Optimization exercise on an open flow, not production practice.
RTL: at most simulated, not proved equivalent.
Function not checked: runs 4 to 6.
Power: default activity.

==> design.v <==
`timescale 1ns / 1ps
module main(
    clock, reset, instruction, in_pc, out_pc, alu_op, reg_dst, jumpp, branch, reg_write,  mem_read, mem_to_reg, mem_write, ALU_src,
    read_data1, read_data2, alu_control, alu_out, out_sign, out_put_mux, read_data, ram_reg, pc_add, jump_j
    );
    input clock;
    input reset;
    input wire [7:0] instruction;
    output wire [7:0] in_pc;
    output reg  [7:0] out_pc;
    output wire [1:0] alu_op;
    output wire reg_dst, jumpp, branch, reg_write, mem_read, mem_to_reg, mem_write, ALU_src;
    output wire [7:0] read_data1, read_data2;
    output wire [2:0] alu_control;
    output wire [7:0] alu_out, out_sign, out_put_mux, read_data, ram_reg, pc_add, jump_j;
    wire [2:0] op = instruction[7:5];
    wire b4 = instruction[4];
    wire b3 = instruction[3];
    wire [2:0] f = instruction[2:0];
    wire is_lw   = (op == 3'b001);
    wire is_sw   = (op == 3'b010);
    wire is_j    = (op == 3'b011);
    wire is_rr   = (op == 3'b100) | (op == 3'b110);
    wire is_addi = (op == 3'b101);
    assign reg_dst    = is_rr;
    assign reg_write  = is_lw | is_rr | is_addi;
    assign mem_read   = is_lw;
    assign mem_to_reg = is_lw;
    assign mem_write  = is_sw;
    assign ALU_src    = is_lw | is_sw | is_addi;
    assign jumpp      = is_j;
    assign branch     = 1'b0;
    assign alu_op     = {is_rr | is_addi, is_j | is_addi};
    wire f000 = (f == 3'b000);
    wire f010 = (f == 3'b010);
    assign alu_control = is_rr ? {1'b0, f010, f000} : {1'b0, is_j, ~is_j};
    reg [7:0] r0, r1;
    assign read_data1 = b3 ? r1 : r0;
    assign read_data2 = b4 ? r1 : r0;
    assign out_sign    = {5'b0, f};
    assign out_put_mux = ALU_src ? out_sign : read_data2;
    wire [7:0] sum  = read_data1 + out_put_mux;
    wire [7:0] diff = read_data1 - out_put_mux;
    assign alu_out = alu_control[0] ? sum : alu_control[1] ? diff : 8'd0;
    reg [7:0] mem [0:255];
    wire [3:0] ah = alu_out[7:4];
    wire [3:0] al = alu_out[3:0];
    wire [15:0] hr_n, hw_n, lo_n;    
    genvar i, b;
    generate
        for (i = 0; i < 16; i = i + 1) begin : pd
            assign lo_n[i] = ~(al == i);
            assign hr_n[i] = ~(ah == i);
            assign hw_n[i] = ~((ah == i) & mem_write);
        end
    endgenerate
    wire [255:0] sel, we;
    generate
        for (i = 0; i < 256; i = i + 1) begin : g
            cell_nor2 u_sel (.a(hr_n[i/16]), .b(lo_n[i%16]), .y(sel[i]));
            cell_nor2 u_we  (.a(hw_n[i/16]), .b(lo_n[i%16]), .y(we[i]));
            always @(posedge clock)
                if (we[i]) mem[i] <= read_data2;
        end
    endgenerate
    wire [7:0] rd_hi;   
    wire [7:0] rd;
    generate
        for (b = 0; b < 8; b = b + 1) begin : rb
            wire [85:0] l1_n;
            for (i = 0; i < 85; i = i + 1) begin : l1
                cell_aoi222 u (.a0(sel[3*i]), .b0(mem[3*i][b]), .a1(sel[3*i+1]), .b1(mem[3*i+1][b]),
                               .a2(sel[3*i+2]), .b2(mem[3*i+2][b]), .y(l1_n[i]));
            end
            cell_nand2 u_l1_last (.a(sel[255]), .b(mem[255][b]), .y(l1_n[85]));
            wire [21:0] l2;
            for (i = 0; i < 21; i = i + 1) begin : l2g
                cell_nand4 u (.a(l1_n[4*i]), .b(l1_n[4*i+1]), .c(l1_n[4*i+2]), .d(l1_n[4*i+3]), .y(l2[i]));
            end
            cell_nand2 u_l2_last (.a(l1_n[84]), .b(l1_n[85]), .y(l2[21]));
            wire [10:0] l3_n;
            for (i = 0; i < 11; i = i + 1) begin : l3g
                cell_nor2 u (.a(l2[2*i]), .b(l2[2*i+1]), .y(l3_n[i]));
            end
            wire [2:0] l4;
            cell_nand4 u_l4a (.a(l3_n[0]), .b(l3_n[1]), .c(l3_n[2]), .d(l3_n[3]), .y(l4[0]));
            cell_nand4 u_l4b (.a(l3_n[4]), .b(l3_n[5]), .c(l3_n[6]), .d(l3_n[7]), .y(l4[1]));
            cell_nand3 u_l4c (.a(l3_n[8]), .b(l3_n[9]), .c(l3_n[10]), .y(l4[2]));
            cell_o31a u_out (.a1(l4[0]), .a2(l4[1]), .a3(l4[2]), .b1(mem_read), .x(rd[b]));
        end
    endgenerate
    assign read_data = rd;
    assign ram_reg = mem_to_reg ? read_data : alu_out;
    assign pc_add = out_pc + 8'd1;
    assign jump_j = {3'b000, instruction[4:0]};
    assign in_pc  = jumpp ? jump_j : pc_add;
    always @(posedge clock) begin
        if (reset) begin
            out_pc <= 8'd0;
            r0 <= 8'd5;
            r1 <= 8'd1;
        end else begin
            out_pc <= in_pc;
            if (reg_write) begin
                if (b3) r1 <= ram_reg; else r0 <= ram_reg;
            end
        end
    end
endmodule
module cell_nor2 (input a, input b, output y);
    assign y = ~(a | b);
endmodule
module cell_nand2 (input a, input b, output y);
    assign y = ~(a & b);
endmodule
module cell_nand3 (input a, input b, input c, output y);
    assign y = ~(a & b & c);
endmodule
module cell_nand4 (input a, input b, input c, input d, output y);
    assign y = ~(a & b & c & d);
endmodule
module cell_aoi222 (input a0, input b0, input a1, input b1, input a2, input b2, output y);
    assign y = ~((a0 & b0) | (a1 & b1) | (a2 & b2));
endmodule
module cell_o31a (input a1, input a2, input a3, input b1, output x);
    assign x = (a1 | a2 | a3) & b1;
endmodule
==> run.sh <==
#!/bin/bash
# synth_recipe.tcl (not shown) runs the flow's synth.tcl, then flattens the netlist and writes it again
# the make line also repeats each setting of config.mk as NAME=value (left out here)
make -C /OpenROAD-flow-scripts/flow DESIGN_CONFIG=/design/flow/config.mk WORK_HOME=/design/flow/orfs CLKGATE_MAP_FILE= SYNTH_SCRIPT=/design/flow/synth_recipe.tcl finish
==> config.mk <==
export PLATFORM = sky130hd
export DESIGN_NAME = main
export DESIGN_NICKNAME = main
export VERILOG_FILES = /design/flow/design.v
export SDC_FILE = /design/flow/constraint.sdc
export NUM_CORES = 4
export LEC_CHECK = 0
export CAP_MARGIN = 20
export CORE_MARGIN = 2
export CORE_UTILIZATION = 40
export SLEW_MARGIN = 20
export SYNTH_HIERARCHICAL = 1
export SYNTH_MINIMUM_KEEP_SIZE = 0
==> constraint.sdc <==
create_clock -name core_clock -period 10.5 [get_ports {clock}]
set_input_delay 2.1000 -clock core_clock [delete_from_list [all_inputs] [get_ports {clock}]]
set_output_delay 2.1000 -clock core_clock [all_outputs]
set_load 0.01 [all_outputs]
==> reports/results.ini, run 1 <==
[outcome]
status = complete, but fails checks
violations = negative setup slack

[place]
portBuffers = 100
dp_hpwl_mm = 134.6
gp_congestion = 0.9290

[floorplanning]
dieWidth_microns = 436.0
initial_core_util = 0.4025
dieHeight_microns = 436.0
ios = 111
row_count = 158
core_area_sq_um = 185400
die-area_sq_um = 190100

[synthesis]
synthAdderAreaFrac = 0.003219
synthXorXnorAreaFrac = 0.001291
postSynthAreaPerCell_sq_um = 19.06
async_flop_share = 0
yosysUniqueCellTypes = 66
synth-warning-count = 9
synth_edf_count = 2048
synthMuxAreaShare = 0.003235
ys_ff_latch = 2072
synth_top_family_by_area = compound AO/OA/AOI/OAI gates
synth-compound-area-share = 0.09962
yosys.area_share.simple = 0.05765
synth_area_sq_um = 74640
synth_top_flop_cell = edfxtp_1
syn_inst = 3917
seq_area_frac_synth = 0.8304

[power_and_ir_drop]
combPwrFrac = 0.096
clockPowerShare = 0.396
internal-power_mw = 13.85
p_total_mw = 18.12
p_leak_nw = 29.13
powerDensity_nw_per_um2 = 197.2
pwr-share-seq = 0.508
irDropWorstVdd_mv = 0.1630
switching_power_mw = 4.267
power_switching_share = 0.2355

[final_layout]
drive_gt1_frac = 0.2207
final_nets = 4955
area_growth_pct = 23.11
nFillCells = 15159

[clocking]
cts_tree = yes
clk_latency_ns = 0.86
clk_pin_slew_ns = 0.07
cts_buffers = 203
cts_root_buf = clkbuf_16
ctsHoldBuffers = 0
cts_max_level = 4
cts.sinks = 2072
clockBufferDepth = 3

[global_routing]
overflow = 0
grt_pass1_wl_mm = 306.4
grt_max_degree = 194
grt_usage = 0.2179
antenna_found_initial = 2
grt_pass1_vias = 44670

[drt]
first_iter_violations = 7546
ant_nets = 0
routed_via_density = 6.067
dr.pass1.iters = 9
wl_mm = 212.8
vias = 46000
drc = 0
wire_per_inst_microns = 28.07

[worst_setup_path]
cp_max_fo = 8
crit_path_end_kind = output pin
cp-start-kind = primary input
crit_arrival_ns = 8.40
required_ns = 8.40
crit_type = primary input to output pin

[hold_path]
hp-class = flop to flop

[sta]
finalSetupViolations = 1
rsz0062_at_grt = yes
tns_ns = -0.002387
slew_viol_final = 0
holdWs_ns = 0.5031
min_period_ns = 10.50
finClkSkew_ns = 0.03305
timing_hold_violations_final = 0
worstMarginPinSlew_ns = 1.181
max_freq_mhz = 95.22
slew_headroom = 0.2125
min_period_over_period = 1.000
worst_slack_ns = -0.002387

[run]
drv_cap = 0

## kinds of logic after synthesis
family / Yosys count
other: 1
XOR/XNOR: 11
adder cells (fa/ha/maj): 18
flip-flops: 2072
AO/OA/AOI/OAI: 756
multiplexers: 22
buffers and inverters: 70
AND/OR/NAND/NOR: 967
## through the flow
stage | cell area, sq um | cells | setup slack [ns] | utilization
2_1_floorplan | 74670 | 3926 | 0.06485 | -
3_3_place_gp | 84930 | 7193 | -0.2759 | 0.4580
3_5_place_dp | 84960 | 7195 | -0.2536 | 0.4582
4_1_cts | 91650 | 7572 | 0.001362 | 0.4943
5_1_grt | 91890 | 7582 | -0.08154 | 0.4955
6_report | 91890 | 7582 | -0.002387 | 0.4955
## cells in the mapped netlist, drive strengths merged, types with 6 or more instances
cell    instances  share of area
mux2           17         0.0026
o31a            9         0.0011
a222oi        680          0.091
edfxtp       2048           0.82
nor2          639          0.032
nand4         193          0.016
nand3          37         0.0025
buf            25         0.0023
a21oi          22         0.0015
inv            30         0.0015
dfxtp          24         0.0064
nand2          54         0.0027
clkbuf         13        0.00065
ha             16         0.0027
xnor2           6        0.00070
nor3            9        0.00060
a211oi          7        0.00070
nor2b           8        0.00067
## cell type report
type / instances / area [sq um] / area share
Clock inverter: 140 / 1406 / 0.01530
Tap cell: 2480 / 3103 / 0.03377
Clock buffer: 236 / 5204 / 0.05663
Timing Repair Buffer: 834 / 7362 / 0.08012
Antenna cell: 4 / 10.01 / 0.0001089
Inverter: 32 / 122.6 / 0.001334
Multi-Input combinational cell: 1784 / 12700 / 0.1382
Sequential cell: 2072 / 61980 / 0.6745
## modules after synthesis, one instance, submodules excluded
module       flip-flops and latches  cells inside  cell area [sq um]
cell_aoi222                       0             1              10.01
cell_nand2                        0             1              3.754
cell_nand3                        0             1              5.005
cell_nand4                        0             1              6.256
cell_nor2                         0             1              3.754
cell_o31a                         0             1              8.758
main                           2072          2421              64260
## repair_timing
action                     in CTS  in global routing
pin swaps                      17                 33
setup endpoints to repair      11                 15
gates cloned                    0                  1
gates resized for setup        24                 41
buffers inserted                2                  5
## routing by layer
metal,GRT usage,wire [microns]
met5,0,0
met4,0.1017,10300
met1,0.2952,83770
met3,0.03637,18310
met2,0.3450,100400
## power by group through the flow
| stage | logic [mW] | registers [mW] | clock network (mW) |
|---|---|---|---|
| floorplan | 0.527 | 9.40 | 0 |
| global route | 1.78 | 9.20 | 7.62 |
| CTS | 1.69 | 9.21 | 7.29 |
| finish | 1.73 | 9.21 | 7.18 |
| detailed placement | 1.68 | 9.38 | 0 |
| global placement | 1.67 | 9.38 | 0 |
## registers in the layout, indices dropped and copies added, names as in the netlist
register,count
mem,2048
out_pc,8
r0,8
r1,8
## critical path: stages
cell	delay (ns)
clkdlybuf4s50_1	0.48
or3b_1	0.38
and2_4	0.20
mux2_2	0.28
ha_1	0.35
nor3_2	0.08
buf_4	0.13
o31ai_1	0.44
a21oi_1	0.12
a21boi_1	0.21
buf_4	0.17
a31oi_4	0.10
buf_4	0.17
nand3_4	0.16
buf_12	0.17
nor2_1	0.07
a222oi_1	0.54
nand4_1	0.29
nor2_1	0.32
buf_4	0.19
nand4_1	0.10
buf_4	0.18
o31a_1	0.31
mux2i_1	0.19
buf_4	0.17
inv_1	0.04
clkdlybuf4s50_1	0.47
## placed cells by master, fill, tap and decap left out, types with 37 or more instances in the layout
| master | n |
|---|---|
| nor2_1 | 612 |
| clkinv_2 | 41 |
| buf_4 | 665 |
| a222oi_1 | 680 |
| clkdlybuf4s50_1 | 90 |
| clkinv_1 | 52 |
| edfxtp_1 | 2048 |
| nand4_1 | 193 |
| nand2_1 | 37 |
| clkbuf_16 | 204 |
| buf_12 | 64 |
## path summary, 6_finish.rpt
check,startpoint,endpoint,slack (ns),cells after the start
max,instruction[6],ram_reg[4],-0.002,27
min,r0[1]$_SDFFE_PP0P_,r0[1]$_SDFFE_PP0P_,0.50,2
max reg2reg,r1[1]$_SDFFE_PP0P_,r0[7]$_SDFFE_PP0P_,4.48,26
min reg2reg,r0[1]$_SDFFE_PP0P_,r0[1]$_SDFFE_PP0P_,0.50,2
==> run 2: changes to the inputs <==
--- a/design.v
+++ b/design.v
@@ -40,11 +40,12 @@
     assign out_sign    = {5'b0, f};
     assign out_put_mux = ALU_src ? out_sign : read_data2;
-    wire [7:0] sum  = read_data1 + out_put_mux;
-    wire [7:0] diff = read_data1 - out_put_mux;
-    assign alu_out = alu_control[0] ? sum : alu_control[1] ? diff : 8'd0;
+    wire alu_sub = alu_control[1];
+    wire [7:0] alu_sum = read_data1 + (out_put_mux ^ {8{alu_sub}}) + {7'd0, alu_sub};
+    assign alu_out = (alu_control[0] | alu_control[1]) ? alu_sum : 8'd0;
+    wire [7:0] maddr = read_data1 + {5'd0, f};
     reg [7:0] mem [0:255];
-    wire [3:0] ah = alu_out[7:4];
-    wire [3:0] al = alu_out[3:0];
-    wire [15:0] hr_n, hw_n, lo_n;    
+    wire [3:0] ah = maddr[7:4];
+    wire [3:0] al = maddr[3:0];
+    wire [15:0] hr_n, lo_n;    
     genvar i, b;
     generate
@@ -52,17 +53,16 @@
             assign lo_n[i] = ~(al == i);
             assign hr_n[i] = ~(ah == i);
-            assign hw_n[i] = ~((ah == i) & mem_write);
         end
     endgenerate
-    wire [255:0] sel, we;
+    wire [7:0] mem_q;      
+    wire [7:0] wdata = mem_write ? read_data2 : mem_q;
+    wire [255:0] sel;
     generate
         for (i = 0; i < 256; i = i + 1) begin : g
             cell_nor2 u_sel (.a(hr_n[i/16]), .b(lo_n[i%16]), .y(sel[i]));
-            cell_nor2 u_we  (.a(hw_n[i/16]), .b(lo_n[i%16]), .y(we[i]));
             always @(posedge clock)
-                if (we[i]) mem[i] <= read_data2;
+                if (sel[i]) mem[i] <= wdata;
         end
     endgenerate
-    wire [7:0] rd_hi;   
     wire [7:0] rd;
     generate
@@ -87,5 +87,6 @@
             cell_nand4 u_l4b (.a(l3_n[4]), .b(l3_n[5]), .c(l3_n[6]), .d(l3_n[7]), .y(l4[1]));
             cell_nand3 u_l4c (.a(l3_n[8]), .b(l3_n[9]), .c(l3_n[10]), .y(l4[2]));
-            cell_o31a u_out (.a1(l4[0]), .a2(l4[1]), .a3(l4[2]), .b1(mem_read), .x(rd[b]));
+            assign mem_q[b] = l4[0] | l4[1] | l4[2];
+            assign rd[b] = mem_q[b] & mem_read;
         end
     endgenerate
@@ -123,5 +124,2 @@
     assign y = ~((a0 & b0) | (a1 & b1) | (a2 & b2));
 endmodule
-module cell_o31a (input a1, input a2, input a3, input b1, output x);
-    assign x = (a1 | a2 | a3) & b1;
-endmodule
--- a/config.mk
+++ b/config.mk
@@ -8,5 +8,8 @@
 export CAP_MARGIN = 20
 export CORE_MARGIN = 2
-export CORE_UTILIZATION = 40
+export CORE_UTILIZATION = 55
+export CTS_CLUSTER_DIAMETER = 150
+export CTS_CLUSTER_SIZE = 30
+export SETUP_SLACK_MARGIN = 0.2
 export SLEW_MARGIN = 20
 export SYNTH_HIERARCHICAL = 1
==> reports/results.ini, run 2 <==
[outcome]
status = timing/DRC/antenna clean  ; was complete, but fails checks

[final_layout]
drive_gt1_frac = 0.1312  ; was 0.2207
final_cell_mix = 2,048 x edfxtp_1, 680 x a222oi_1, 407 x buf_4, 390 x nor2_1, 184 x nand4_1  ; was 2,048 x edfxtp_1, 680 x a222oi_1, 665 x buf_4, 612 x nor2_1, 204 x clkbuf_16
final_common_cell = edfxtp_1  ; unchanged
area_growth_pct = 12.34  ; was 23.11%
final_cells = 6047  ; was 7,582
finalInstanceArea_sq_um = 82490  ; was 91,890 sq um
final_nets = 4254  ; was 4,955
largest_register = mem  ; unchanged
largest_reg_flops = 2048  ; unchanged

[place]
place_ws_ns = -0.6099  ; was -0.2536 ns
placed_cell_area_sq_um = 80050  ; was 84,960 sq um
dp_hpwl_mm = 116.0  ; was 134.6 mm
portBuffers = 100  ; unchanged
gp_congestion = 0.9199  ; was 0.9290
numPlacedInstances = 5918  ; was 7,195

[power_and_ir_drop]
irDropWorstVdd_mv = 0.4509  ; was 0.1630 mV
powerDensity_nw_per_um2 = 233.7  ; was 197.2 nW/um^2
p_total_mw = 19.28  ; was 18.12 mW
p_leak_nw = 25.81  ; was 29.13 nW

[clocking]
clk_pin_slew_ns = 0.12  ; was 0.07 ns
clockBufferDepth = 3  ; unchanged
cts_root_buf = clkbuf_16  ; unchanged
cts_setup_buffers = 0  ; was 2
cts_buffers = 79  ; was 203
cts_tree = yes  ; unchanged
ctsHoldBuffers = 0  ; unchanged
cts_max_level = 3  ; was 4
clk_latency_ns = 0.74  ; was 0.86 ns
cts.sinks = 2072  ; unchanged

[global_routing]
overflow = 0  ; unchanged
grt_max_degree = 199  ; was 194
grt_usage = 0.2668  ; was 0.2179
grt_pass1_wl_mm = 265.4  ; was 306.4 mm
grt_pass1_vias = 38575  ; was 44,670
antenna_found_initial = 1  ; was 2

[run]
drv_cap = 0  ; unchanged

[worst_setup_path]
reg2reg_from = r0[0]$_SDFFE_PP1P_  ; was r1[1]$_SDFFE_PP0P_
cp_max_fo = 16  ; was 8
cp-start-kind = primary input  ; unchanged
rrSetupSlack_ns = 3.51  ; was 4.48 ns
crit_arrival_ns = 8.17  ; was 8.40 ns
required_ns = 8.40  ; about the same
r2r_cells = 18  ; was 26
crit_type = primary input to output pin  ; unchanged
crit_path_end_kind = output pin  ; unchanged
r2r_end = mem[13][1]$_DFFE_PP_  ; was r0[7]$_SDFFE_PP0P_

[synthesis]
syn_inst = 3642  ; was 3,917
synth_common_cells = 2,048 x edfxtp_1, 680 x a222oi_1, 399 x nor2_1  ; was 2,048 x edfxtp_1, 680 x a222oi_1, 638 x nor2_1
postSynthAreaPerCell_sq_um = 20.16  ; was 19.06 sq um
synth-warning-count = 9  ; unchanged
synth_edf_count = 2048  ; unchanged
synth.top_cell.area_share = 0.8376  ; was 0.8239
synth_area_sq_um = 73430  ; was 74,640 sq um
yosysUniqueCellTypes = 49  ; was 66
synth_area_leader_cell = edfxtp_1  ; unchanged
seq_area_frac_synth = 0.8441  ; was 0.8304
yosysMostFrequentCell = edfxtp_1  ; unchanged
async_flop_share = 0  ; unchanged
ys_ff_latch = 2072  ; unchanged
ys_top_cells_by_area = edfxtp_1 84%, a222oi_1 9.3%, nor2_1 2.0%, nand4_1 1.6%, dfxtp_1 0.65%  ; was edfxtp_1 82%, a222oi_1 9.1%, nor2_1 3.2%, nand4_1 1.6%, dfxtp_1 0.64%
synth_top_flop_cell = edfxtp_1  ; unchanged

[drt]
ant_nets = 0  ; unchanged
vias = 41105  ; was 46,000
drc = 0  ; unchanged
wl_mm = 184.4  ; was 212.8 mm
first_iter_violations = 6971  ; was 7,546
wire_per_inst_microns = 30.50  ; was 28.07 microns
routed_via_density = 6.798  ; was 6.067
dr.pass1.iters = 9  ; unchanged

[floorplanning]
ios = 111  ; unchanged
row_count = 134  ; was 158
dieHeight_microns = 369.4  ; was 436.0 microns
initial_core_util = 0.5523  ; was 0.4025
dieWidth_microns = 369.4  ; was 436.0 microns
die-area_sq_um = 136400  ; was 190,100 sq um
core_area_sq_um = 133000  ; was 185,400 sq um

[hold_path]
hold_end = r1[1]$_SDFFE_PP0P_  ; was r0[1]$_SDFFE_PP0P_
hold_start = r1[1]$_SDFFE_PP0P_  ; was r0[1]$_SDFFE_PP0P_
min_path_cells = 2  ; unchanged
hp-class = flop to flop  ; unchanged

[sta]
finalSetupViolations = 0  ; was 1
worst_slack_ns = 0.2337  ; was -0.002387 ns
slew_viol_final = 0  ; unchanged
rsz0062_at_grt = yes  ; unchanged
min_period_ns = 10.27  ; was 10.50 ns
timing_hold_violations_final = 0  ; unchanged
finClkSkew_ns = 0.05800  ; was 0.03305 ns
max_freq_mhz = 97.41  ; was 95.22 MHz
min_period_over_period = 0.9777  ; was 1.000
slew_headroom = 0.2464  ; was 0.2125
worstMarginPinSlew_ns = 1.130  ; was 1.181 ns

[run 2: what timing repair did]
| action | CTS | global route |
|---|---|---|
| pin swaps | 3 | 21 |
| endpoints found under the setup margin | 16 | 12 |
| cloned | 0 | 0 |
| gates resized for setup | 14 | 20 |
[run 2: how the worst max path moves through the flow]
stage / from / endpoint / cells after the start
floorplan: instruction[3] / mem[0][0]$_DFFE_PP_ / 16
global placement: instruction[3] / ram_reg[2] / 21
detailed placement: instruction[3] / ram_reg[2] / 21
CTS: instruction[3] / ram_reg[2] / 22
global route: instruction[3] / ram_reg[4] / 24
finish: instruction[3] / ram_reg[2] / 23
[run 2: where the power goes]
group	switching [mW]	internal, mW
combinational	3.30	0.573
sequential	0.0318	11.6
clock	2.31	1.49
[run 2: layer usage]
layer  wire (microns)  track usage  vias up
met2            85690       0.4075     1957
met5                9            0        -
met3            18100      0.05250      202
met4             4014      0.06264        2
li1                 -            -    17490
met1            76630       0.4014    21454
[run 2: Yosys stat by module (local to each module, per instance)]
module / cells / cell area [sq um] / flops+latches
cell_nand3: 1 / 5.005 / 0
cell_nor2: 1 / 3.754 / 0
cell_nand2: 1 / 3.754 / 0
main: 2410 / 64080 / 2072
cell_nand4: 1 / 6.256 / 0
cell_aoi222: 1 / 10.01 / 0
[run 2: cell families (layout without fill, tap and decap cells)]
family | after synthesis | in the layout | share of synthesized area
AOI/OAI and AO/OA | 738 | 738 | 0.09786
xor gates and xnor gates | 31 | 31 | 0.003885
adders and majority gates | 12 | 12 | 0.002249
buffers and inverters | 62 | 686 | 0.004499
DFF | 2072 | 2072 | 0.8441
muxes | 22 | 22 | 0.003067
other | 1 | 14 | 0.00005107
and+or+nand+nor | 704 | 704 | 0.04427
[run 2: metrics by stage]
stage	hold slack, ns	utilization	TNS (ns)
final	0.5331	0.6204	0
after detailed placement	0.5138	0.6021	-3.348
after global placement	0.5043	0.6021	-3.041
after floorplan	0.4776	-	-97.74
after global routing	0.5700	0.6204	0
after CTS	0.5327	0.6195	0
[run 2: critical path: stages]
cell and delay (ns):
clkdlybuf4s15_2 0.36, mux2_2 0.46, ha_1 0.30, a21o_1 0.16, a21oi_1 0.36, buf_4 0.20
xnor2_1 0.15, nor2_1 0.14, nand2_1 0.13, buf_4 0.37, buf_4 0.30, nor2_1 0.07
buf_4 0.20, a222oi_1 0.46, nand4_1 0.24, nor2_4 0.28, nand4_1 0.42, nor3_4 0.40
buf_4 0.19, nor2_1 0.05, a21oi_1 0.18, inv_1 0.11, clkdlybuf4s50_1 0.49
[run 2: layout make-up]
type	count	area, sq um
flip-flops and latches	2072	61980
fillers	9278	50470
multi-input cells	1517	11370
repair buffers	531	4519
clock buffers	120	2216
well taps	1768	2212
inverters	31	128.9
clock inverters	4	56.30
diodes	4	10.01
==> run 3: changes to the inputs <==
--- a/config.mk
+++ b/config.mk
@@ -9,6 +9,4 @@
 export CORE_MARGIN = 2
 export CORE_UTILIZATION = 55
-export CTS_CLUSTER_DIAMETER = 150
-export CTS_CLUSTER_SIZE = 30
 export SETUP_SLACK_MARGIN = 0.2
 export SLEW_MARGIN = 20
==> reports/results.ini, run 3 <==
[outcome]
status = timing/DRC/antenna clean  ; unchanged

[floorplanning]
dieHeight_microns = 369.4  ; unchanged
die-area_sq_um = 136400  ; unchanged
initial_core_util = 0.5523  ; unchanged
core_area_sq_um = 133000  ; unchanged
ios = 111  ; unchanged
dieWidth_microns = 369.4  ; unchanged
row_count = 134  ; unchanged

[clocking]
cts_root_buf = clkbuf_16  ; unchanged
cts_max_level = 4  ; was 3
ctsHoldBuffers = 0  ; unchanged
cts.sinks = 2072  ; unchanged
cts_tree = yes  ; unchanged
clockBufferDepth = 3  ; unchanged
clk_pin_slew_ns = 0.06  ; was 0.12 ns
clk_latency_ns = 0.82  ; was 0.74 ns
cts_buffers = 201  ; was 79

[synthesis]
synth-compound-area-share = 0.09786  ; unchanged
synth-warning-count = 9  ; unchanged
yosys.area_share.simple = 0.04427  ; unchanged
syn_inst = 3642  ; unchanged
synth.top_cell.area_share = 0.8376  ; unchanged
synth_top_family_by_area = compound AO/OA/AOI/OAI gates  ; unchanged
synth_common_cells = 2,048 x edfxtp_1, 680 x a222oi_1, 399 x nor2_1  ; unchanged
ys_top_cells_by_area = edfxtp_1 84%, a222oi_1 9.3%, nor2_1 2.0%, nand4_1 1.6%, dfxtp_1 0.65%  ; unchanged
seq_area_frac_synth = 0.8441  ; unchanged
yosysMostFrequentCell = edfxtp_1  ; unchanged
synth_edf_count = 2048  ; unchanged
synthAdderAreaFrac = 0.002249  ; unchanged
synthMuxAreaShare = 0.003067  ; unchanged
synth_top_flop_cell = edfxtp_1  ; unchanged
yosysUniqueCellTypes = 49  ; unchanged
ys_ff_latch = 2072  ; unchanged
postSynthAreaPerCell_sq_um = 20.16  ; unchanged
synth_area_sq_um = 73430  ; unchanged
synthXorXnorAreaFrac = 0.003885  ; unchanged
async_flop_share = 0  ; unchanged
synth_area_leader_cell = edfxtp_1  ; unchanged

[global_routing]
antenna_found_initial = 6  ; was 1
grt_max_degree = 199  ; unchanged
grt_pass1_vias = 39745  ; was 38,575
overflow = 0  ; unchanged
grt_usage = 0.2726  ; was 0.2668
grt_pass1_wl_mm = 270.2  ; was 265.4 mm

[final_layout]
nFillCells = 8897  ; was 9,278
final_cells = 6293  ; was 6,047
largest_reg_flops = 2048  ; unchanged
final_common_cell = edfxtp_1  ; unchanged
final_cell_mix = 2,048 x edfxtp_1, 680 x a222oi_1, 405 x buf_4, 388 x nor2_1, 206 x clkbuf_16  ; was 2,048 x edfxtp_1, 680 x a222oi_1, 407 x buf_4, 390 x nor2_1, 184 x nand4_1
drive_gt1_frac = 0.1673  ; was 0.1312
final_nets = 4376  ; was 4,254
area_growth_pct = 17.93  ; was 12.34%
largest_register = mem  ; unchanged

[sta]
slew_headroom = 0.2456  ; was 0.2464
holdWs_ns = 0.5243  ; was 0.5331 ns
worst_slack_ns = 0.2344  ; was 0.2337 ns
slew_viol_final = 0  ; unchanged
min_period_over_period = 0.9777  ; about the same
rsz0062_at_grt = yes  ; unchanged
worstMarginPinSlew_ns = 1.132  ; was 1.130 ns
finalSetupViolations = 0  ; unchanged
max_freq_mhz = 97.41  ; about the same
timing_hold_violations_final = 0  ; unchanged
min_period_ns = 10.27  ; about the same
finClkSkew_ns = 0.03496  ; was 0.05800 ns

[power_and_ir_drop]
powerDensity_nw_per_um2 = 259.1  ; was 233.7 nW/um^2
p_total_mw = 22.43  ; was 19.28 mW
p_leak_nw = 27.84  ; was 25.81 nW
irDropWorstVdd_mv = 0.4531  ; was 0.4509 mV

[worst_setup_path]
required_ns = 8.40  ; about the same
cp-start-kind = primary input  ; unchanged
r2r_cells = 18  ; unchanged
cp_max_fo = 16  ; unchanged
crit_type = primary input to output pin  ; unchanged
crit_arrival_ns = 8.17  ; about the same
crit_path_end_kind = output pin  ; unchanged

[drt]
ant_nets = 0  ; unchanged
wire_per_inst_microns = 29.82  ; was 30.50 microns
dr.pass1.iters = 10  ; was 9
drc = 0  ; unchanged
routed_via_density = 6.679  ; was 6.798
vias = 42032  ; was 41,105
first_iter_violations = 7257  ; was 6,971
wl_mm = 187.7  ; was 184.4 mm

[place]
place_ws_ns = -0.6099  ; unchanged
dp_hpwl_mm = 116.0  ; unchanged
numPlacedInstances = 5918  ; unchanged
gp_congestion = 0.9199  ; unchanged
portBuffers = 100  ; unchanged

[hold_path]
hp-class = flop to flop  ; unchanged
min_path_cells = 2  ; unchanged

[run]
drv_cap = 0  ; unchanged

## run 3: power by group
part	switching, mW	total (mW)	internal, mW	leakage [nW]
Sequential	0.0319	11.6	11.6	18.7
Combinational	3.31	3.88	0.576	5.99
Clock	2.95	6.92	3.97	3.12
## run 3: worst max-delay path, cell delays in order
cell and delay (ns):
clkdlybuf4s18_2 0.36, mux2_2 0.46, ha_1 0.31, a21o_1 0.11, a21oi_1 0.13, nand2b_1 0.24, or3_1 0.40, xnor2_2 0.24
nand3_1 0.24, buf_6 0.24, nor2_1 0.06, buf_4 0.20, a222oi_1 0.52, nand4_1 0.35, nor2_4 0.31, nand4_1 0.44
nor3_4 0.39, buf_4 0.18, nor2_1 0.05, a21oi_1 0.17, inv_1 0.10, clkdlybuf4s50_1 0.48
## run 3: metal layers
metal,global-route usage,vias up,routed length (microns)
li1,-,17887,-
met1,0.4018,21790,77090
met2,0.4124,2102,87140
met3,0.06511,243,19330
met4,0.07316,10,4059
met5,0,-,54
## run 3: kinds of logic (layout without fill, tap and decap cells)
family / count (synthesis) / count (layout)
DFF: 2072 / 2072
AOI/OAI and AO/OA: 738 / 738
xor gates and xnor gates: 31 / 31
other: 1 / 11
and+or+nand+nor: 704 / 704
muxes: 22 / 22
buffers and inverters: 62 / 935
adders and majority gates: 12 / 12
## run 3: final timing paths
kind | startpoint | end | slack [ns]
worst max-delay path | instruction[3] | ram_reg[2] | 0.23
worst min register to register | r1[1]$_SDFFE_PP0P_ | r1[1]$_SDFFE_PP0P_ | 0.52
worst max register to register | r1[0]$_SDFFE_PP1P_ | mem[36][1]$_DFFE_PP_ | 3.61
worst min-delay path | r1[1]$_SDFFE_PP0P_ | r1[1]$_SDFFE_PP0P_ | 0.52
## run 3: area by class of cell
cell class | instances | area [sq um] | area share
clock inverters | 119 | 999.7 | 0.01155
clock buffers | 254 | 5365 | 0.06196
repair buffers | 531 | 4526 | 0.05227
diodes | 1 | 2.502 | 0.00002890
multi-input cells | 1517 | 11380 | 0.1314
inverters | 31 | 128.9 | 0.001488
flip-flops and latches | 2072 | 61980 | 0.7158
well taps | 1768 | 2212 | 0.02555
## run 3: timing repair
item                       CTS  global route
hold endpoints to repair     0             0
pin swaps                    3            19
gates resized for setup     14            25
setup endpoints to repair   16            10
setup buffers                0             0
## run 3: metrics by stage
step                utilization  cell area, sq um  TNS, ns
floorplan                     -             73540   -97.74
global placement         0.6021             80050   -3.041
detailed placement       0.6021             80050   -3.348
CTS                      0.6503             86460        0
global route             0.6512             86590        0
finish                   0.6513             86590        0
## run 3: Yosys stat by module (local to each module, per instance)
module,copies in the design,cells inside,flip-flops and latches
main,1,2410,2072
cell_aoi222,680,1,0
cell_nand4,184,1,0
cell_nand3,8,1,0
cell_nand2,16,1,0
cell_nor2,344,1,0
==> run 4: changes to the inputs <==
--- a/design.v
+++ b/design.v
@@ -43,16 +43,20 @@
     wire [7:0] alu_sum = read_data1 + (out_put_mux ^ {8{alu_sub}}) + {7'd0, alu_sub};
     assign alu_out = (alu_control[0] | alu_control[1]) ? alu_sum : 8'd0;
-    wire [7:0] maddr = read_data1 + {5'd0, f};
-    reg [7:0] mem [0:255];
-    wire [3:0] ah = maddr[7:4];
-    wire [3:0] al = maddr[3:0];
-    wire [15:0] hr_n, lo_n;    
+    wire [3:0] rlo = b3 ? r1[3:0] : r0[3:0];
+    wire [4:0] lsum = {1'b0, rlo} + {2'b0, f};
+    wire c4 = lsum[4];
+    wire [15:0] hd0, hd1;
+    wire [15:0] lo_n, hr_n;    
     genvar i, b;
     generate
         for (i = 0; i < 16; i = i + 1) begin : pd
-            assign lo_n[i] = ~(al == i);
-            assign hr_n[i] = ~(ah == i);
+            assign hd0[i] = (r0[7:4] == i);
+            assign hd1[i] = (r1[7:4] == i);
+            assign lo_n[i] = ~(lsum[3:0] == i);
+            assign hr_n[i] = ~(c4 ? (b3 ? hd1[(i + 15) % 16] : hd0[(i + 15) % 16])
+                                  : (b3 ? hd1[i] : hd0[i]));
         end
     endgenerate
+    reg [7:0] mem [0:255];
     wire [7:0] mem_q;      
     wire [7:0] wdata = mem_write ? read_data2 : mem_q;
--- a/config.mk
+++ b/config.mk
@@ -9,5 +9,7 @@
 export CORE_MARGIN = 2
 export CORE_UTILIZATION = 55
-export SETUP_SLACK_MARGIN = 0.2
+export CTS_CLUSTER_DIAMETER = 150
+export CTS_CLUSTER_SIZE = 24
+export SETUP_SLACK_MARGIN = 0.1
 export SLEW_MARGIN = 20
 export SYNTH_HIERARCHICAL = 1
==> reports/results.ini, run 4 <==
[outcome]
status = timing/DRC/antenna clean  ; unchanged

[synthesis]
ys_top_cells_by_area = edfxtp_1 84%, a222oi_1 9.3%, nor2_1 2.1%, nand4_1 1.6%, dfxtp_1 0.65%  ; was edfxtp_1 84%, a222oi_1 9.3%, nor2_1 2.0%, nand4_1 1.6%, dfxtp_1 0.65%
synthXorXnorAreaFrac = 0.002980  ; was 0.003885
ys_ff_latch = 2072  ; unchanged
yosysUniqueCellTypes = 57  ; was 49
seq_area_frac_synth = 0.8435  ; was 0.8441
synth-warning-count = 9  ; unchanged
synthAdderAreaFrac = 0.002248  ; was 0.002249
synth.top_cell.area_share = 0.8369  ; was 0.8376
synth_edf_count = 2048  ; unchanged
synth-compound-area-share = 0.09847  ; was 0.09786
synth_area_leader_cell = edfxtp_1  ; unchanged
synth_common_cells = 2,048 x edfxtp_1, 680 x a222oi_1, 404 x nor2_1  ; was 2,048 x edfxtp_1, 680 x a222oi_1, 399 x nor2_1
yosys.area_share.simple = 0.04512  ; was 0.04427
synth_area_sq_um = 73480  ; was 73,430 sq um
async_flop_share = 0  ; unchanged
synth_top_family_by_area = compound AO/OA/AOI/OAI gates  ; unchanged
syn_inst = 3660  ; was 3,642
synth_top_flop_cell = edfxtp_1  ; unchanged
yosysMostFrequentCell = edfxtp_1  ; unchanged
synthMuxAreaShare = 0.002946  ; was 0.003067
postSynthAreaPerCell_sq_um = 20.08  ; was 20.16 sq um

[drt]
vias = 41324  ; was 42,032
wl_mm = 187.2  ; was 187.7 mm
drc = 0  ; unchanged
dr.pass1.iters = 7  ; was 10
wire_per_inst_microns = 30.95  ; was 29.82 microns
ant_nets = 0  ; unchanged
routed_via_density = 6.832  ; was 6.679
first_iter_violations = 7476  ; was 7,257

[sta]
timing_hold_violations_final = 0  ; unchanged
slew_headroom = 0.2078  ; was 0.2456
slew_viol_final = 0  ; unchanged
min_period_over_period = 0.9813  ; was 0.9777
min_period_ns = 10.30  ; was 10.27 ns
finalSetupViolations = 0  ; unchanged
max_freq_mhz = 97.05  ; was 97.41 MHz
holdWs_ns = 0.5282  ; was 0.5243 ns
worst_slack_ns = 0.1963  ; was 0.2344 ns
rsz0062_at_grt = yes  ; unchanged
worstMarginPinSlew_ns = 1.184  ; was 1.132 ns
finClkSkew_ns = 0.03951  ; was 0.03496 ns

[place]
portBuffers = 100  ; unchanged
dp_hpwl_mm = 118.0  ; was 116.0 mm
numPlacedInstances = 5912  ; was 5,918
gp_congestion = 0.9129  ; was 0.9199
placed_cell_area_sq_um = 79840  ; was 80,050 sq um
place_ws_ns = -0.1488  ; was -0.6099 ns

[floorplanning]
dieWidth_microns = 369.5  ; was 369.4 microns
dieHeight_microns = 369.5  ; was 369.4 microns
initial_core_util = 0.5527  ; was 0.5523
row_count = 134  ; unchanged
core_area_sq_um = 133000  ; unchanged
die-area_sq_um = 136500  ; was 136,400 sq um
ios = 111  ; unchanged

[run]
drv_cap = 0  ; unchanged

[clocking]
ctsHoldBuffers = 0  ; unchanged
cts_buffers = 96  ; was 201
clockBufferDepth = 3  ; unchanged
cts_tree = yes  ; unchanged
cts.sinks = 2072  ; unchanged
clk_pin_slew_ns = 0.09  ; was 0.06 ns
clk_latency_ns = 0.75  ; was 0.82 ns
cts_max_level = 3  ; was 4
cts_root_buf = clkbuf_16  ; unchanged

[worst_setup_path]
crit_type = primary input to output pin  ; unchanged
cp-start-kind = primary input  ; unchanged
crit_arrival_ns = 8.20  ; was 8.17 ns
crit_path_end_kind = output pin  ; unchanged
required_ns = 8.40  ; about the same
cp_max_fo = 16  ; unchanged

[global_routing]
grt_pass1_vias = 38877  ; was 39,745
overflow = 0  ; unchanged
grt_max_degree = 203  ; was 199
grt_pass1_wl_mm = 268.4  ; was 270.2 mm
grt_use_met1 = 0.4074  ; was 0.4018
busiest_layer = met1  ; was met2
grt_usage = 0.2702  ; was 0.2726
use_met2 = 0.4042  ; was 0.4124
use_met3 = 0.06379  ; was 0.06511
antenna_found_initial = 4  ; was 6

[hold_path]
hp-class = flop to flop  ; unchanged

[final_layout]
largest_register = mem  ; unchanged
final_nets = 4266  ; was 4,376
area_growth_pct = 12.42  ; was 17.93%
largest_reg_flops = 2048  ; unchanged
final_cells = 6049  ; was 6,293
final_cell_mix = 2,048 x edfxtp_1, 680 x a222oi_1, 397 x buf_4, 391 x nor2_1, 184 x nand4_1  ; was 2,048 x edfxtp_1, 680 x a222oi_1, 405 x buf_4, 388 x nor2_1, 206 x clkbuf_16
final_common_cell = edfxtp_1  ; unchanged
finalInstanceArea_sq_um = 82610  ; was 86,590 sq um
drive_gt1_frac = 0.1299  ; was 0.1673
nFillCells = 9275  ; was 8,897

[power_and_ir_drop]
p_leak_nw = 25.82  ; was 27.84 nW
irDropWorstVdd_mv = 0.4030  ; was 0.4531 mV
powerDensity_nw_per_um2 = 231.8  ; was 259.1 nW/um^2

run 4: cell types whose count changed in the layout (fill, tap and decap cells not counted), sizes merged, moves of 6 or more:
cell	before	now
buf	431	412
bufinv	15	0
clkbuf	254	131
clkinv	97	1
clkinvlp	6	0
nand2	44	60
nand3	35	18
xnor2	24	18
run 4: path summary, 6_finish.rpt:
check | start | to | slack [ns] | cells past startpoint
max reg2reg | r1[0]$_SDFFE_PP1P_ | mem[246][1]$_DFFE_PP_ | 3.92 | 20
min | r1[1]$_SDFFE_PP0P_ | r1[1]$_SDFFE_PP0P_ | 0.53 | 2
max | instruction[3] | ram_reg[3] | 0.20 | 23
min reg2reg | r1[1]$_SDFFE_PP0P_ | r1[1]$_SDFFE_PP0P_ | 0.53 | 2
run 4: cell families (layout without fill, tap and decap cells):
kind of cell,after synthesis,count (layout)
AOI/OAI and AO/OA,745,745
xor gates and xnor gates,25,25
adders and majority gates,12,12
buffers and inverters,66,677
DFF,2072,2072
muxes,21,21
other,1,11
and+or+nand+nor,718,718
run 4: layout make-up:
class / instances / area, sq um / area share
Timing Repair Buffer: 512 / 4270 / 0.05169
Multi-Input combinational cell: 1531 / 11340 / 0.1373
Tap cell: 1768 / 2212 / 0.02678
Clock buffer: 131 / 2640 / 0.03196
Clock inverter: 3 / 33.78 / 0.0004089
Sequential cell: 2072 / 61980 / 0.7503
Antenna cell: 1 / 2.502 / 0.00003029
Inverter: 31 / 128.9 / 0.001560
run 4: power by group:
part	switching (mW)	internal (mW)	total (mW)	leakage, nW
sequential	0.0305	11.4	11.4	18.7
clock	2.38	1.76	4.14	1.30
combinational	3.06	0.543	3.60	5.82
total	5.46	13.7	19.2	25.8
run 4: what timing repair did:
item | CTS | global route
resized for setup | 9 | 3
pin swaps | 3 | 1
setup buffers | 1 | 0
gates cloned | 0 | 0
setup endpoints to repair | 7 | 6
run 4: critical path: stages:
cell             delay, ns
dlygate4sd2_1         0.44
mux2_2                0.46
ha_1                  0.24
fa_1                  0.44
a21oi_1               0.19
nor2_1                0.17
mux2i_1               0.26
nand2_1               0.14
buf_4                 0.30
nor2_1                0.10
buf_4                 0.20
a222oi_1              0.59
nand4_1               0.34
nor2_4                0.26
buf_4                 0.14
nand4_1               0.19
buf_4                 0.22
nor3_1                0.33
nor2_1                0.13
buf_4                 0.17
nor2_1                0.10
nor2_1                0.13
clkdlybuf4s50_1       0.51
run 4: routing by layer:
| layer | routed length (microns) | vias up |
|---|---|---|
| li1 | - | 17523 |
| met1 | 77990 | 21514 |
| met2 | 85170 | 2090 |
| met3 | 20310 | 195 |
| met4 | 3546 | 2 |
| met5 | 191 | - |
run 4: per-stage QoR:
| stage | power [mW] | setup TNS (ns) | util |
|---|---|---|---|
| 2_1_floorplan | 13.53 | -2686.70 | - |
| 3_5_place_dp | 15.19 | -0.1670 | 0.6005 |
| 6_report | 19.15 | 0 | 0.6213 |
| 5_1_grt | 19.75 | -0.006569 | 0.6213 |
| 4_1_cts | 19.23 | 0 | 0.6209 |
| 3_3_place_gp | 15.01 | -0.2889 | 0.6005 |
run 4: modules after synthesis, one instance, submodules excluded:
module,flip-flops and latches,copies in the design,cells inside
cell_nor2,0,344,1
cell_nand4,0,184,1
cell_nand3,0,8,1
cell_nand2,0,16,1
main,2072,1,2428
cell_aoi222,0,680,1
==> run 5: changes to the inputs <==
--- a/config.mk
+++ b/config.mk
@@ -11,4 +11,5 @@
 export CTS_CLUSTER_DIAMETER = 150
 export CTS_CLUSTER_SIZE = 24
+export GPL_TIMING_DRIVEN = 0
 export SETUP_SLACK_MARGIN = 0.1
 export SLEW_MARGIN = 20
==> reports/results.ini, run 5 <==
[outcome]
status = timing/DRC/antenna clean  ; unchanged

[synthesis]
synth_area_leader_cell = edfxtp_1  ; unchanged
synth_top_flop_cell = edfxtp_1  ; unchanged
synth_area_sq_um = 73480  ; unchanged
synth.top_cell.area_share = 0.8369  ; unchanged
ys_top_cells_by_area = edfxtp_1 84%, a222oi_1 9.3%, nor2_1 2.1%, nand4_1 1.6%, dfxtp_1 0.65%  ; unchanged
postSynthAreaPerCell_sq_um = 20.08  ; unchanged
synth_common_cells = 2,048 x edfxtp_1, 680 x a222oi_1, 404 x nor2_1  ; unchanged
yosysUniqueCellTypes = 57  ; unchanged
async_flop_share = 0  ; unchanged
synth_edf_count = 2048  ; unchanged
synth-warning-count = 9  ; unchanged
syn_inst = 3660  ; unchanged
ys_ff_latch = 2072  ; unchanged
yosysMostFrequentCell = edfxtp_1  ; unchanged
seq_area_frac_synth = 0.8435  ; unchanged

[power_and_ir_drop]
powerDensity_nw_per_um2 = 241.6  ; was 231.8 nW/um^2
irDropWorstVdd_mv = 0.1863  ; was 0.4030 mV
p_leak_nw = 25.40  ; was 25.82 nW

[global_routing]
grt_max_degree = 34  ; was 203
grt_pass1_vias = 38206  ; was 38,877
overflow = 0  ; unchanged
grt_usage = 0.2567  ; was 0.2702
antenna_found_initial = 4  ; unchanged
grt_pass1_wl_mm = 257.2  ; was 268.4 mm

[drt]
routed_via_density = 6.933  ; was 6.832
drc = 0  ; unchanged
wl_met1_mm = 73.92  ; was 77.99 mm
wl_mm = 178.6  ; was 187.2 mm
dr.pass1.iters = 9  ; was 7
wl_met2_mm = 81.43  ; was 85.17 mm
wire_per_inst_microns = 30.63  ; was 30.95 microns
dr.max_layer_used = met5  ; unchanged
first_iter_violations = 6623  ; was 7,476
ant_nets = 0  ; unchanged
wl_met3_mm = 19.24  ; was 20.31 mm
vias = 40421  ; was 41,324

[worst_setup_path]
crit_type = primary input to output pin  ; unchanged
crit_path_end_kind = output pin  ; unchanged
crit_arrival_ns = 8.28  ; was 8.20 ns
crit_chain = clkbuf_2, buf_4, o21ai_1, ha_1, a21oi_1, xnor2_1, nor2_2, nand2_4, buf_12, nor2_4, buf_12, a222oi_1, nand4_1, nor2_1, nand4_1, nor3_2, nor2_1, a21oi_4, inv_1, clkdlybuf4s50_1  ; was dlygate4sd2_1, mux2_2, ha_1, fa_1, a21oi_1, nor2_1, mux2i_1, nand2_1, buf_4, nor2_1, buf_4, a222oi_1, nand4_1, nor2_4, buf_4, nand4_1, buf_4, nor3_1, nor2_1, buf_4, nor2_1, nor2_1, clkdlybuf4s50_1
required_ns = 8.40  ; about the same
cp_max_fo = 10  ; was 16
cp-start-kind = primary input  ; unchanged
crit_family = simple AND/OR/NAND/NOR gates  ; was buffers and inverters
slowest_stage = o21ai_1  ; was a222oi_1
path_buf_inv = 6  ; was 7
slowest_delay_ns = 0.66  ; was 0.59 ns

[sta]
rsz0062_at_grt = yes  ; unchanged
timing_hold_violations_final = 0  ; unchanged
slew_headroom = 0.1603  ; was 0.2078
finClkSkew_ns = 0.03541  ; was 0.03951 ns
min_period_ns = 10.38  ; was 10.30 ns
min_period_over_period = 0.9889  ; was 0.9813
finalSetupViolations = 0  ; unchanged
slew_viol_final = 0  ; unchanged
worstMarginPinSlew_ns = 1.255  ; was 1.184 ns
worst_slack_ns = 0.1163  ; was 0.1963 ns
max_freq_mhz = 96.30  ; was 97.05 MHz

[place]
gp_congestion = 0.8669  ; was 0.9129
portBuffers = 96  ; was 100
place_ws_ns = -1.350  ; was -0.1488 ns
placed_cell_area_sq_um = 79370  ; was 79,840 sq um
dp_hpwl_mm = 117.1  ; was 118.0 mm

[clocking]
clk_pin_slew_ns = 0.10  ; was 0.09 ns
clk_latency_ns = 0.75  ; about the same
clockBufferDepth = 3  ; unchanged
cts.sinks = 2072  ; unchanged
cts_max_level = 3  ; unchanged
cts_buffers = 96  ; unchanged
cts_tree = yes  ; unchanged
cts_root_buf = clkbuf_16  ; unchanged

[final_layout]
seq_area_sq_um = 61980  ; unchanged
drive_gt1_frac = 0.1534  ; was 0.1299
final_cell_mix = 2,048 x edfxtp_1, 680 x a222oi_1, 243 x nor2_4, 184 x nand4_1, 132 x nor2_1  ; was 2,048 x edfxtp_1, 680 x a222oi_1, 397 x buf_4, 391 x nor2_1, 184 x nand4_1
area_growth_pct = 15.56  ; was 12.42%
finalInstanceArea_sq_um = 84920  ; was 82,610 sq um
final_nets = 4038  ; was 4,266
nFillCells = 8812  ; was 9,275
largest_register = mem  ; unchanged
multi_input_area_sq_um = 13700  ; was 11,340 sq um
largest_reg_flops = 2048  ; unchanged
final_common_cell = edfxtp_1  ; unchanged

[floorplanning]
row_count = 134  ; unchanged
die-area_sq_um = 136500  ; unchanged
initial_core_util = 0.5527  ; unchanged
core_area_sq_um = 133000  ; unchanged
ios = 111  ; unchanged
dieWidth_microns = 369.5  ; unchanged
dieHeight_microns = 369.5  ; unchanged

[run]
drv_cap = 0  ; unchanged

[hold_path]
hp-class = flop to flop  ; unchanged

run 5: cell counts after synthesis:
No cell type changed its count.
run 5: worst min-delay path, delay by kind of cell (launching register included):
kind	cells	cell delay (ns)
flip-flops	1	0.34
AND/OR/NAND/NOR	1	0.10
AO/OA/AOI/OAI	1	0.06
run 5: through the flow:
stage	util	TNS [ns]	hold slack, ns	instances	power, mW
after floorplan	-	-2686.70	0.4838	3669	13.53
after global placement	0.5772	-	0.4976	5533	14.66
after detailed placement	0.5970	-15.16	0.5148	5629	16.31
after CTS	0.6346	0	0.5284	5795	20.54
after global routing	0.6386	0	0.5775	5828	21.16
final	0.6387	0	0.5391	5830	20.52
run 5: metal layers:
layer / global-route usage / up-vias
met5: 0 / -
met1: 0.3861 / 21080
met3: 0.06028 / 205
met2: 0.3830 / 1951
met4: 0.06405 / 4
li1: - / 17181
run 5: logic make-up (layout without fill, tap and decap cells):
logic type                 count (synthesis)  count (layout)  synth area share
adders and majority gates                 12              12          0.002248
other                                      1              12        0.00005103
buffers and inverters                     66             457          0.004733
AOI/OAI and AO/OA                        745             745           0.09847
muxes                                     21              21          0.002946
DFF                                     2072            2072            0.8435
and+or+nand+nor                          718             718           0.04512
xor gates and xnor gates                  25              25          0.002980
run 5: path summary, 6_finish.rpt:
kind / end / startpoint / cells after the start / slack, ns
max: ram_reg[4] / instruction[3] / 20 / 0.12
min: r1[2]$_SDFFE_PP0P_ / r1[2]$_SDFFE_PP0P_ / 2 / 0.54
max reg2reg: mem[198][6]$_DFFE_PP_ / r0[2]$_SDFFE_PP1P_ / 19 / 4.09
min reg2reg: r1[2]$_SDFFE_PP0P_ / r1[2]$_SDFFE_PP0P_ / 2 / 0.54
run 5: layout make-up:
| cell class | count | share of cell area |
|---|---|---|
| inverters | 31 | 0.001518 |
| flip-flops and latches | 2072 | 0.7299 |
| clock inverters | 2 | 0.0003831 |
| repair buffers | 249 | 0.04636 |
| well taps | 1768 | 0.02605 |
| multi-input cells | 1531 | 0.1614 |
| diodes | 2 | 0.00005894 |
| plain buffers | 35 | 0.002623 |
| clock buffers | 140 | 0.03174 |
run 5: what timing repair did:
| action | in CTS | in global routing |
|---|---|---|
| setup endpoints to repair | 16 | 9 |
| hold buffers | 0 | 0 |
| gates cloned | 0 | 0 |
| pin swaps | 10 | 15 |
| gates resized for setup | 501 | 41 |
| buffers inserted | 24 | 33 |
run 5: per-module statistics from Yosys, one instance, submodules excluded:
module	times used	cell area (sq um)
cell_aoi222	680	10.01
cell_nand2	16	3.754
cell_nand3	8	5.005
cell_nand4	184	6.256
cell_nor2	344	3.754
main	1	64130
run 5: power breakdown:
part           switching, mW  internal, mW
Clock                   2.36          1.79
Combinational           3.35          1.69
Sequential            0.0317          11.3
Total                   5.74          14.8
==> run 6: changes to the inputs <==
--- a/config.mk
+++ b/config.mk
@@ -6,12 +6,11 @@
 export NUM_CORES = 4
 export LEC_CHECK = 0
-export CAP_MARGIN = 20
+export CAP_MARGIN = 0
 export CORE_MARGIN = 2
 export CORE_UTILIZATION = 55
 export CTS_CLUSTER_DIAMETER = 150
 export CTS_CLUSTER_SIZE = 24
-export GPL_TIMING_DRIVEN = 0
 export SETUP_SLACK_MARGIN = 0.1
-export SLEW_MARGIN = 20
+export SLEW_MARGIN = 0
 export SYNTH_HIERARCHICAL = 1
 export SYNTH_MINIMUM_KEEP_SIZE = 0
==> reports/results.ini, run 6 <==
[sta]
slew_viol_final = 0  ; unchanged
finClkSkew_ns = 0.03892  ; was 0.03541 ns
worstMarginPinSlew_ns = 1.346  ; was 1.255 ns
holdWs_ns = 0.5280  ; was 0.5391 ns
min_period_ns = 10.29  ; was 10.38 ns
slew_headroom = 0.1026  ; was 0.1603
rsz0062_at_grt = no  ; was yes
timing_hold_violations_final = 0  ; unchanged
min_period_over_period = 0.9798  ; was 0.9889
finalSetupViolations = 0  ; unchanged
max_freq_mhz = 97.20  ; was 96.30 MHz

[clocking]
cts_root_buf = clkbuf_16  ; unchanged
clockBufferDepth = 3  ; unchanged
cts_buffers = 96  ; unchanged
cts_tree = yes  ; unchanged
clk_pin_slew_ns = 0.09  ; was 0.10 ns
cts_max_level = 3  ; unchanged
ctsHoldBuffers = 0  ; unchanged
clk_latency_ns = 0.75  ; about the same
cts.sinks = 2072  ; unchanged

[worst_setup_path]
crit_arrival_ns = 8.19  ; was 8.28 ns
required_ns = 8.40  ; about the same
worstSetupStartpoint = instruction[0]  ; was instruction[3]
slowest_delay_ns = 0.69  ; was 0.66 ns
reg2reg_from = r1[0]$_SDFFE_PP1P_  ; was r0[2]$_SDFFE_PP1P_
cp-start-kind = primary input  ; unchanged
crit_type = primary input to output pin  ; unchanged
slowest_stage = clkdlybuf4s50_1  ; was o21ai_1
cp_max_fo = 16  ; was 10
crit_family = simple AND/OR/NAND/NOR gates  ; unchanged
crit_chain = clkdlybuf4s50_1, ha_1, fa_1, a21oi_1, nor2_2, mux2i_1, nand2_1, buf_4, nor2_1, buf_4, a222oi_1, nand4_1, nor2_2, buf_4, nand4_1, buf_4, nor3_1, nor2_1, nor2_1, nor2_1, clkdlybuf4s50_1  ; was clkbuf_2, buf_4, o21ai_1, ha_1, a21oi_1, xnor2_1, nor2_2, nand2_4, buf_12, nor2_4, buf_12, a222oi_1, nand4_1, nor2_1, nand4_1, nor3_2, nor2_1, a21oi_4, inv_1, clkdlybuf4s50_1
crit_path_end_kind = output pin  ; unchanged
path_buf_inv = 6  ; unchanged

[floorplanning]
initial_core_util = 0.5527  ; unchanged
dieWidth_microns = 369.5  ; unchanged
die-area_sq_um = 136500  ; unchanged
ios = 111  ; unchanged
row_count = 134  ; unchanged
core_area_sq_um = 133000  ; unchanged
dieHeight_microns = 369.5  ; unchanged

[drt]
wl_mm = 186.9  ; was 178.6 mm
ant_nets = 0  ; unchanged
drc = 0  ; unchanged
first_iter_violations = 7308  ; was 6,623
routed_via_density = 6.807  ; was 6.933
wire_per_inst_microns = 30.91  ; was 30.63 microns
dr.pass1.iters = 10  ; was 9
vias = 41157  ; was 40,421

[final_layout]
drive_gt1_frac = 0.1291  ; was 0.1534
nFillCells = 9334  ; was 8,812
final_cells = 6046  ; was 5,830
final_util = 0.6206  ; was 0.6387
final_common_cell = edfxtp_1  ; unchanged
final_nets = 4265  ; was 4,038
largest_register = mem  ; unchanged
largest_reg_flops = 2048  ; unchanged
area_growth_pct = 12.29  ; was 15.56%
final_cell_mix = 2,048 x edfxtp_1, 680 x a222oi_1, 399 x buf_4, 393 x nor2_1, 184 x nand4_1  ; was 2,048 x edfxtp_1, 680 x a222oi_1, 243 x nor2_4, 184 x nand4_1, 132 x nor2_1

[synthesis]
synth.top_cell.area_share = 0.8369  ; unchanged
async_flop_share = 0  ; unchanged
synth_common_cells = 2,048 x edfxtp_1, 680 x a222oi_1, 404 x nor2_1  ; unchanged
seq_area_frac_synth = 0.8435  ; unchanged
synth_area_leader_cell = edfxtp_1  ; unchanged
synth_area_sq_um = 73480  ; unchanged
yosysMostFrequentCell = edfxtp_1  ; unchanged
yosysUniqueCellTypes = 57  ; unchanged
syn_inst = 3660  ; unchanged
ys_ff_latch = 2072  ; unchanged
synth_top_flop_cell = edfxtp_1  ; unchanged
synth_edf_count = 2048  ; unchanged
postSynthAreaPerCell_sq_um = 20.08  ; unchanged
ys_top_cells_by_area = edfxtp_1 84%, a222oi_1 9.3%, nor2_1 2.1%, nand4_1 1.6%, dfxtp_1 0.65%  ; unchanged
synth-warning-count = 9  ; unchanged

[place]
numPlacedInstances = 5912  ; was 5,629
dp_hpwl_mm = 117.9  ; was 117.1 mm
gp_congestion = 0.9129  ; was 0.8669
portBuffers = 100  ; was 96

[global_routing]
antenna_found_initial = 4  ; unchanged
grt_usage = 0.2700  ; was 0.2567
overflow = 0  ; unchanged
grt_pass1_wl_mm = 268.0  ; was 257.2 mm
grt_max_degree = 203  ; was 34
grt_pass1_vias = 39107  ; was 38,206

[run]
drv_cap = 0  ; unchanged

[power_and_ir_drop]
p_leak_nw = 25.78  ; was 25.40 nW
powerDensity_nw_per_um2 = 231.3  ; was 241.6 nW/um^2
irDropWorstVdd_mv = 0.4211  ; was 0.1863 mV
p_total_mw = 19.09  ; was 20.52 mW

[outcome]
status = timing/DRC/antenna clean  ; unchanged

[hold_path]
hold_start = r0[1]$_SDFFE_PP0P_  ; was r1[2]$_SDFFE_PP0P_
hp-class = flop to flop  ; unchanged

[run 6: cell types whose count changed in the layout (fill, tap and decap cells not counted), sizes merged]
cell           before  now
diode               2    3
dlymetal6s2s        1    0
inv                31   34
clkinv              2    1
clkbuf            147  127
clkdlybuf4s50      95   99
buf               181  411
[run 6: metrics by stage]
stage,setup TNS (ns),setup WS [ns],instance area (sq um)
floorplan,-2686.70,-3.510,73570
global placement,-0.2889,-0.1927,79840
detailed placement,-0.2200,-0.1686,79840
CTS,0,0.2618,82490
global route,0,0.1602,82500
finish,0,0.2119,82510
[run 6: path summary, 6_finish.rpt]
kind,to,slack [ns],cells past startpoint
hold / removal,r0[1]$_SDFFE_PP0P_,0.53,2
setup / recovery,ram_reg[3],0.21,21
hold reg to reg,r0[1]$_SDFFE_PP0P_,0.53,2
setup reg to reg,mem[56][2]$_DFFE_PP_,3.91,19
[run 6: cell families after synthesis]
family | Yosys count | synth area share
AO/OA/AOI/OAI | 745 | 0.09847
XOR/XNOR | 25 | 0.002980
adder cells (fa/ha/maj) | 12 | 0.002248
buffers and inverters | 66 | 0.004733
flip-flops | 2072 | 0.8435
multiplexers | 21 | 0.002946
other | 1 | 0.00005103
AND/OR/NAND/NOR | 718 | 0.04512
[run 6: what timing repair did]
action,CTS,global route
pin swaps,3,1
endpoints found under the setup margin,9,8
gates resized for setup,9,9
buffers inserted,1,0
[run 6: area by class of cell]
cell class	count	area (sq um)	area share
Antenna cell	3	7.507	0.00009098
Clock buffer	126	2579	0.03125
Clock inverter	4	42.54	0.0005156
Inverter	31	128.9	0.001562
Multi-Input combinational cell	1531	11330	0.1373
Sequential cell	2072	61980	0.7512
Tap cell	1768	2212	0.02681
Timing Repair Buffer	511	4232	0.05128
[run 6: metal layers]
metal,GRT usage,part of all wire
met1,0.3986,0.41
met2,0.4015,0.45
met3,0.07375,0.11
met4,0.07072,0.026
met5,0,0.00010
[run 6: power breakdown]
| group | leakage [nW] | total, mW | internal (mW) | switching, mW |
|---|---|---|---|---|
| Clock | 1.27 | 4.09 | 1.73 | 2.37 |
| Sequential | 18.7 | 11.4 | 11.4 | 0.0308 |
| Combinational | 5.80 | 3.57 | 0.521 | 3.05 |
[run 6: per-module statistics from Yosys (local to each module, per instance)]
module | copies in the design | cells | flops+latches
main | 1 | 2428 | 2072
cell_aoi222 | 680 | 1 | 0
cell_nand4 | 184 | 1 | 0
cell_nand3 | 8 | 1 | 0
cell_nand2 | 16 | 1 | 0
cell_nor2 | 344 | 1 | 0
[run 6: worst min-delay path, stage by stage (launching register included)]
cell and delay, ns:
dfxtp_1 0.34, nor2_1 0.10, a211oi_1 0.05
==> run 7: changes to the inputs <==
--- a/design.v
+++ b/design.v
@@ -61,10 +61,11 @@
     wire [7:0] mem_q;      
     wire [7:0] wdata = mem_write ? read_data2 : mem_q;
-    wire [255:0] sel;
+    wire [255:0] sel, sel_w;    
     generate
         for (i = 0; i < 256; i = i + 1) begin : g
             cell_nor2 u_sel (.a(hr_n[i/16]), .b(lo_n[i%16]), .y(sel[i]));
+            cell_nor2 u_selw (.a(hr_n[i/16]), .b(lo_n[i%16]), .y(sel_w[i]));
             always @(posedge clock)
-                if (sel[i]) mem[i] <= wdata;
+                if (sel_w[i]) mem[i] <= wdata;
         end
     endgenerate
--- a/config.mk
+++ b/config.mk
@@ -6,5 +6,5 @@
 export NUM_CORES = 4
 export LEC_CHECK = 0
-export CAP_MARGIN = 0
+export CAP_MARGIN = 20
 export CORE_MARGIN = 2
 export CORE_UTILIZATION = 55
@@ -12,5 +12,5 @@
 export CTS_CLUSTER_SIZE = 24
 export SETUP_SLACK_MARGIN = 0.1
-export SLEW_MARGIN = 0
+export SLEW_MARGIN = 20
 export SYNTH_HIERARCHICAL = 1
 export SYNTH_MINIMUM_KEEP_SIZE = 0
==> reports/results.ini, run 7 <==
[final_layout]
final_common_cell = edfxtp_1  ; unchanged
largest_register = mem  ; unchanged

[worst_setup_path]
crit_type = primary input to output pin  ; unchanged
crit_arrival_ns = 8.19  ; about the same
crit_family = simple AND/OR/NAND/NOR gates  ; unchanged

[clocking]
cts_setup_buffers = 0  ; was 1
cts_root_buf = clkbuf_16  ; unchanged
cts_buffers = 96  ; unchanged
ctsHoldBuffers = 0  ; unchanged
cts_tree = yes  ; unchanged

[power_and_ir_drop]
powerDensity_nw_per_um2 = 234.8  ; was 231.3 nW/um^2
irDropWorstVdd_mv = 0.3156  ; was 0.4211 mV
power_switching_share = 0.2890  ; was 0.2851
switching_power_mw = 5.537  ; was 5.442 mW

[sta]
tns_ns = 0  ; unchanged
slew_headroom = 0.2618  ; was 0.1026

[synthesis]
yosysMostFrequentCell = edfxtp_1  ; unchanged
seq_area_frac_synth = 0.8326  ; was 0.8435
syn_inst = 3916  ; was 3,660
async_flop_share = 0  ; unchanged
ys_top_cells_by_area = edfxtp_1 83%, a222oi_1 9.1%, nor2_1 3.3%, nand4_1 1.5%, dfxtp_1 0.65%  ; was edfxtp_1 84%, a222oi_1 9.3%, nor2_1 2.1%, nand4_1 1.6%, dfxtp_1 0.65%
synth.top_cell.area_share = 0.8261  ; was 0.8369
postSynthAreaPerCell_sq_um = 19.01  ; was 20.08 sq um
synth_common_cells = 2,048 x edfxtp_1, 680 x a222oi_1, 660 x nor2_1  ; was 2,048 x edfxtp_1, 680 x a222oi_1, 404 x nor2_1

[global_routing]
grt_usage = 0.2791  ; was 0.2700
grt_pass1_wl_mm = 278.0  ; was 268.0 mm

[drt]
vias = 42129  ; was 41,157
dr.pass1.iters = 10  ; unchanged
wl_met2_mm = 88.66  ; was 84.06 mm
wl_mm = 195.5  ; was 186.9 mm

[floorplanning]
core_area_sq_um = 134000  ; was 133,000 sq um
initial_core_util = 0.5557  ; was 0.5527

[outcome]
status = timing/DRC/antenna clean  ; unchanged

[hold_path]
hp-class = flop to flop  ; unchanged

run 7: what timing repair did:
item / in CTS / in global routing
hold endpoints to repair: 0 / 0
resized for setup: 10 / 19
pin swaps: 1 / 9
endpoints found under the setup margin: 6 / 10
run 7: final cells by class:
| cell class | instances | area [sq um] | share of cell area |
|---|---|---|---|
| Clock buffer | 127 | 2582 | 0.03165 |
| Tap cell | 1768 | 2212 | 0.02711 |
| Multi-Input combinational cell | 1787 | 12410 | 0.1521 |
| Timing Repair Buffer | 224 | 2246 | 0.02752 |
| Inverter | 31 | 128.9 | 0.001579 |
| Sequential cell | 2072 | 61980 | 0.7595 |
| Antenna cell | 1 | 2.502 | 0.00003067 |
| Clock inverter | 4 | 42.54 | 0.0005213 |
run 7: through the flow:
| stage | worst slack (ns) | total power, mW |
|---|---|---|
| 2_1_floorplan | -3.492 | 13.57 |
| 3_3_place_gp | -0.09896 | 15.20 |
| 3_5_place_dp | -0.1445 | 15.28 |
| 4_1_cts | 0.1133 | 19.26 |
| 5_1_grt | 0.07289 | 19.76 |
| 6_report | 0.2068 | 19.16 |
run 7: tightest hold or removal path, stage by stage, from the launching register on:
cell,delay (ns)
dfxtp_1,0.31
inv_1,0.07
o211ai_1,0.09
run 7: logic make-up (layout without fill, tap and decap cells):
| group | Yosys count | after routing | synth area share |
|---|---|---|---|
| XOR/XNOR | 25 | 25 | 0.002941 |
| other | 1 | 11 | 0.00005037 |
| multiplexers | 21 | 21 | 0.002908 |
| AO/OA/AOI/OAI | 745 | 745 | 0.09720 |
| adder cells (fa/ha/maj) | 12 | 12 | 0.002219 |
| buffers and inverters | 66 | 386 | 0.004672 |
| flip-flops | 2072 | 2072 | 0.8326 |
| AND/OR/NAND/NOR | 974 | 974 | 0.05745 |
run 7: modules after synthesis (local to each module, per instance):
module	times used	cells inside	cell area, sq um	flops+latches
main	1	2428	64130	2072
cell_nor2	600	1	3.754	0
cell_nand2	16	1	3.754	0
cell_nand4	184	1	6.256	0
cell_nand3	8	1	5.005	0
cell_aoi222	680	1	10.01	0
run 7: metal layers:
layer | vias to the layer above | global-route usage
li1 | 17769 | -
met1 | 21876 | 0.4262
met2 | 2265 | 0.4192
met3 | 215 | 0.06158
met4 | 4 | 0.05513
met5 | - | 0
run 7: power groups by stage:
stage          registers, mW  logic (mW)  clock network (mW)
5_1_grt                 11.4        3.87                4.45
4_1_cts                 11.4        3.66                4.18
3_5_place_dp            11.6        3.67                   0
3_3_place_gp            11.6        3.60                   0
6_report                11.4        3.63                4.11
2_1_floorplan           12.1        1.45                   0
run 7: final timing paths:
| path | start | to | slack [ns] |
|---|---|---|---|
| hold reg to reg | r0[2]$_SDFFE_PP1P_ | r0[2]$_SDFFE_PP1P_ | 0.52 |
| setup / recovery | instruction[3] | ram_reg[3] | 0.21 |
| hold / removal | r0[2]$_SDFFE_PP1P_ | r0[2]$_SDFFE_PP1P_ | 0.52 |
| setup reg to reg | r0[0]$_SDFFE_PP1P_ | mem[197][3]$_DFFE_PP_ | 3.95 |
